This design comes from an exercise in tuning for small area and a short achievable clock period on the open sky130 flow, not from production work.
Function was checked by simulation only, so behaviour that the tests miss may differ from the original.
No activity file was given, so power comes from the tool's default toggle rates.

## CPU
module CPU( input clk,
	input rst,
	input wire [31:0] inst,
	input wire [63:0]	main_memory_input_data_path,
	output reg[63:0] main_memory_output_data_path,
	output wire[31:0] pc_inst_addr,
	output wire		Vector_Write_Access,
	output wire		Memory_Write_Access,
	output wire		Load_Vector_Flag,
	output wire 		Load_Word_Flag,
	output wire[11:0]	Main_Memory_Address
	);
==> flow/config.mk <==
export PLATFORM = sky130hd
export DESIGN_NAME = CPU
export DESIGN_NICKNAME = CPU
export VERILOG_FILES = /design/flow/design.v
export SDC_FILE = /design/flow/constraint.sdc
export NUM_CORES = 4
export LEC_CHECK = 0
export ABC_AREA = 1
export CAP_MARGIN = 20
export CORE_MARGIN = 2
export CORE_UTILIZATION = 40
export SETUP_SLACK_MARGIN = 5
export SLEW_MARGIN = 20
export TNS_END_PERCENT = 30
==> flow/constraint.sdc <==
create_clock -name core_clock -period 12.0 [get_ports {clk}]
set_input_delay 2.4000 -clock core_clock [delete_from_list [all_inputs] [get_ports {clk}]]
set_output_delay 2.4000 -clock core_clock [all_outputs]
set_load 0.01 [all_outputs]
standard.sh (not shown) runs the stock make flow with config.mk's settings and CLKGATE_MAP_FILE= SYNTH_SCRIPT=/design/flow/synth_recipe.tcl, a recipe that flattens the netlist after the stock synthesis.
==> flow/flow/run.sh <==
#!/bin/bash
set -euo pipefail
bash standard.sh "BUFFER_PORTS_ARGS=-buffer_cell sky130_fd_sc_hd__buf_2" \
  "CTS_ARGS=-sink_clustering_enable -repair_clock_nets -dont_use_dummy_load -buf_list {sky130_fd_sc_hd__clkbuf_2 sky130_fd_sc_hd__clkbuf_4 sky130_fd_sc_hd__clkbuf_8}" \
  finish > standard_flow.log 2>&1
The starting point completed without violations.
Next try:
- TNS_END_PERCENT: 30 -> default
What happened: The changed run finished with timing, DRC and antenna clean. Power goes down by about 1.4%. Utilization falls by 0.30 points. Die area is unchanged. Wire length drops by 3.2%. Register-to-register slack gets worse by 0.08 ns. Clock power barely changes. Hold slack degrades by 0.034 ns. Combinational power came out lower by 4.0%. Global-route usage drops by 0.77 points. Sequential share of layout area increases by 0.21 points.
Next try:
- ABC_AREA: 1 -> default
Result: The changed run completed with no timing, DRC or antenna violations. Cell count decreases by about a fifth. Register-to-register slack got worse by 0.87 ns. Routed wire length increases by a few percent. Synthesized cell count decreases by about a fifth. Setup slack got worse by 0.72 ns.

---

Another version of the RTL of CPU (not shown whole).
For scale: roughly 3700 cells after synthesis, roughly 37000 sq um of cells after synthesis.
export LEC_CHECK = 0
export CAP_MARGIN = 20
export CORE_MARGIN = 2
export CORE_UTILIZATION = 40
export CTS_BUF_LIST = sky130_fd_sc_hd__clkbuf_2 sky130_fd_sc_hd__clkbuf_4 sky130_fd_sc_hd__clkbuf_8
export SETUP_SLACK_MARGIN = 5
export SLEW_MARGIN = 20
export SYNTH_HIERARCHICAL = 1
create_clock -name core_clock -period 12.0 [get_ports {clk}]
==> flow/flow/run.sh <==
#!/bin/bash
set -euo pipefail
bash standard.sh "BUFFER_PORTS_ARGS=-buffer_cell sky130_fd_sc_hd__buf_2" finish > standard_flow.log 2>&1
Edit:
==> flow/flow/run.sh (replaced) <==
#!/bin/bash
set -euo pipefail
bash standard.sh "BUFFER_PORTS_ARGS=-buffer_cell sky130_fd_sc_hd__buf_2" \
  "CTS_ARGS=-sink_clustering_enable -repair_clock_nets -dont_use_dummy_load -buf_list {sky130_fd_sc_hd__clkbuf_2 sky130_fd_sc_hd__clkbuf_4 sky130_fd_sc_hd__clkbuf_8}" \
  finish > standard_flow.log 2>&1
--- a/flow/config.mk
+++ b/flow/config.mk
@@ -7,0 +8 @@
+export ABC_AREA = 1
@@ -11 +11,0 @@
-export CTS_BUF_LIST = sky130_fd_sc_hd__clkbuf_2 sky130_fd_sc_hd__clkbuf_4 sky130_fd_sc_hd__clkbuf_8
@@ -14 +13,0 @@
-export SYNTH_HIERARCHICAL = 1
Hold slack gets better by 0.0096 ns; register-to-register slack is better by 0.55 ns; sequential cell count stays the same; utilization came out lower by 3.8 points; sequential share of layout area fell by 0.32 points; synthesized area came out higher by 8.9%; cell count goes up by 38%; combinational power went down by 25%.
Edit:
--- a/flow/config.mk
+++ b/flow/config.mk
@@ -11 +11 @@
-export CORE_UTILIZATION = 40
+export CORE_UTILIZATION = 50
Outcome: Die area fell by about 20%. Routed wire length shrinks by about 1.1%. Global-route usage climbs by 7.3 points. Clock skew rises by 0.047 ns.
Edit:
--- a/flow/flow/run.sh
+++ b/flow/flow/run.sh
@@ -5 +5 @@
-  finish > standard_flow.log 2>&1
+  SETUP_SLACK_MARGIN=6 finish > standard_flow.log 2>&1
--- a/flow/config.mk
+++ b/flow/config.mk
@@ -11 +11 @@
-export CORE_UTILIZATION = 50
+export CORE_UTILIZATION = 40
=>
- synthesized cell count is unchanged
- critical path depth went up by 2
- non-clock buffer count climbs by 386
- via count grows by 4.9%
- clock-buffer cell count stays the same
- final cell count rose by about 10%
- register-to-register slack improves by 0.27 ns
- utilization went down by 2.6 points
- wire length went up by 12%
- hold slack loses 0.018 ns
- final area came out higher by 20%
Edit:
==> flow/flow/run.sh (replaced) <==
#!/bin/bash
set -euo pipefail
bash standard.sh "BUFFER_PORTS_ARGS=-buffer_cell sky130_fd_sc_hd__buf_2" finish > standard_flow.log 2>&1
--- a/flow/config.mk
+++ b/flow/config.mk
@@ -8 +7,0 @@
-export ABC_AREA = 1
@@ -11,0 +11 @@
+export CTS_BUF_LIST = sky130_fd_sc_hd__clkbuf_2 sky130_fd_sc_hd__clkbuf_4 sky130_fd_sc_hd__clkbuf_8
Total power goes up by 5.9%.
Critical path depth goes down by 5.
Sequential share of layout area goes up by 5.0 points.
Combinational power goes down by about 10%.
Cell area goes down by 16%.
Edit:
==> flow/flow/run.sh (replaced) <==
#!/bin/bash
set -euo pipefail
bash standard.sh "BUFFER_PORTS_ARGS=-buffer_cell sky130_fd_sc_hd__buf_2" \
  "CTS_ARGS=-sink_clustering_enable -repair_clock_nets -dont_use_dummy_load -buf_list {sky130_fd_sc_hd__clkbuf_2 sky130_fd_sc_hd__clkbuf_4 sky130_fd_sc_hd__clkbuf_8}" \
  finish > standard_flow.log 2>&1
What happened: Final area is lower slightly; area after synthesis is unchanged; clock power is lower by a quarter to a third.

---

CPU with an RTL version that a note above also has.
Size in the first run: roughly 4700 cells after synthesis, about 500 flip-flops.
==> flow/design.v (excerpt) <==
module CPU( input clk,
	input rst,
	input wire [31:0] inst,
	input wire [63:0]	main_memory_input_data_path,
	output reg[63:0] main_memory_output_data_path,
	output wire[31:0] pc_inst_addr,
	output wire		Vector_Write_Access,
	output wire		Memory_Write_Access,
	output wire		Load_Vector_Flag,
	output wire 		Load_Word_Flag,
	output wire[11:0]	Main_Memory_Address
	);
clock: 12.0 ns
lec_check: 0
abc_area: 1
cap_margin: 20
core_margin: 2
core_utilization: 40
setup_slack_margin: 5
slew_margin: 20
tns_end_percent: 0
==> flow/flow/run.sh <==
#!/bin/bash
set -euo pipefail
bash standard.sh "BUFFER_PORTS_ARGS=-buffer_cell sky130_fd_sc_hd__buf_2" \
  "CTS_ARGS=-sink_clustering_enable -repair_clock_nets -dont_use_dummy_load -buf_list {sky130_fd_sc_hd__clkbuf_2 sky130_fd_sc_hd__clkbuf_4 sky130_fd_sc_hd__clkbuf_8}" \
  finish > standard_flow.log 2>&1
The starting point completed with no timing, DRC or antenna violations.
Edit:
- PLACE_DENSITY: default -> 0.5
- TNS_END_PERCENT: 0 -> default
Result:
- The changed run completed without violations
- non-clock buffer count went up by 51
- cell area rises by 3.4%
- worst hold slack got worse by 84 ps
- synthesized cell count does not change
- core utilization goes up by 1.6 points
- die area is unchanged
- worst setup slack improves by 64 ps
- clock power hardly moves
- wire length increases by about 6%
- via count hardly moves
Edit:
- PLACE_DENSITY: 0.5 -> 0.75
Outcome: Power went down by 1.3%. Via count went up by 4.2%. Final cell count went down by 0.74%. First-iteration DRC count went up by 41%. Clock skew went down by 60 ps.

## port drivers added, routing unchanged
The flow's constraints put no driver on any port. The routed layouts listed below were extracted and timed again, unchanged, in two steps. Step 1 (the two cells are an assumption about what drives the block):
set clk [get_ports {clk}]
set_driving_cell -lib_cell sky130_fd_sc_hd__clkbuf_16 $clk
set_driving_cell -lib_cell sky130_fd_sc_hd__buf_2 [delete_from_list [all_inputs] $clk]
Step 2 also shifts input and output timing later by t, the mid clock arrival at the registers, as if the neighbouring blocks saw the same clock. Slacks: ideal ports / drivers / drivers and shift; pairs: ideal ports / drivers.
run | t, ns | setup slack, ns | worst setup path after step 2 | worst data-port slew with drivers (ns) | cell pins on the clock port's net
the first run of note 1 | 0.748 | 4.807 / 4.796 / 4.087 | input to register | 0.12 | 1
the second run of note 1 | 0.772 | 4.780 / 4.742 / 3.970 | input to register | 0.14 | 1
the third run of note 1 | 0.779 | 4.058 / 4.028 / 3.249 | input to register | 0.24 | 1
the first run of note 2 | 0.834 | 4.259 / 4.257 / 3.423 | input to register | 0.16 | 1
the second run of note 2 | 0.754 | 4.951 / 4.898 / 4.336 | input to register | 0.09 | 1
the third run of note 2 | 0.751 | 4.942 / 4.876 / 4.332 | input to register | 0.14 | 1
the fourth run of note 2 | 0.775 | 5.090 / 5.028 / 4.543 | input to register | 0.08 | 1
the fifth run of note 2 | 0.801 | 4.652 / 4.422 / 4.012 | input to register | 0.25 | 1
the sixth run of note 2 | 0.773 | 4.802 / 4.628 / 4.022 | input to register | 0.24 | 1
the first run of note 3 | 0.765 | 4.757 / 4.719 / 3.960 | input to register | 0.11 | 1
the second run of note 3 | 0.801 | 4.822 / 4.837 / 4.036 | input to register | 0.09 | 1
the third run of note 3 | 0.777 | 4.751 / 4.738 / 3.961 | input to register | 0.16 | 1
After both steps setup and hold are still met in every run listed. The setup slack of the first run of note 2, which loses most, moves by -0.002 ns with the drivers and by -0.836 ns with both steps.
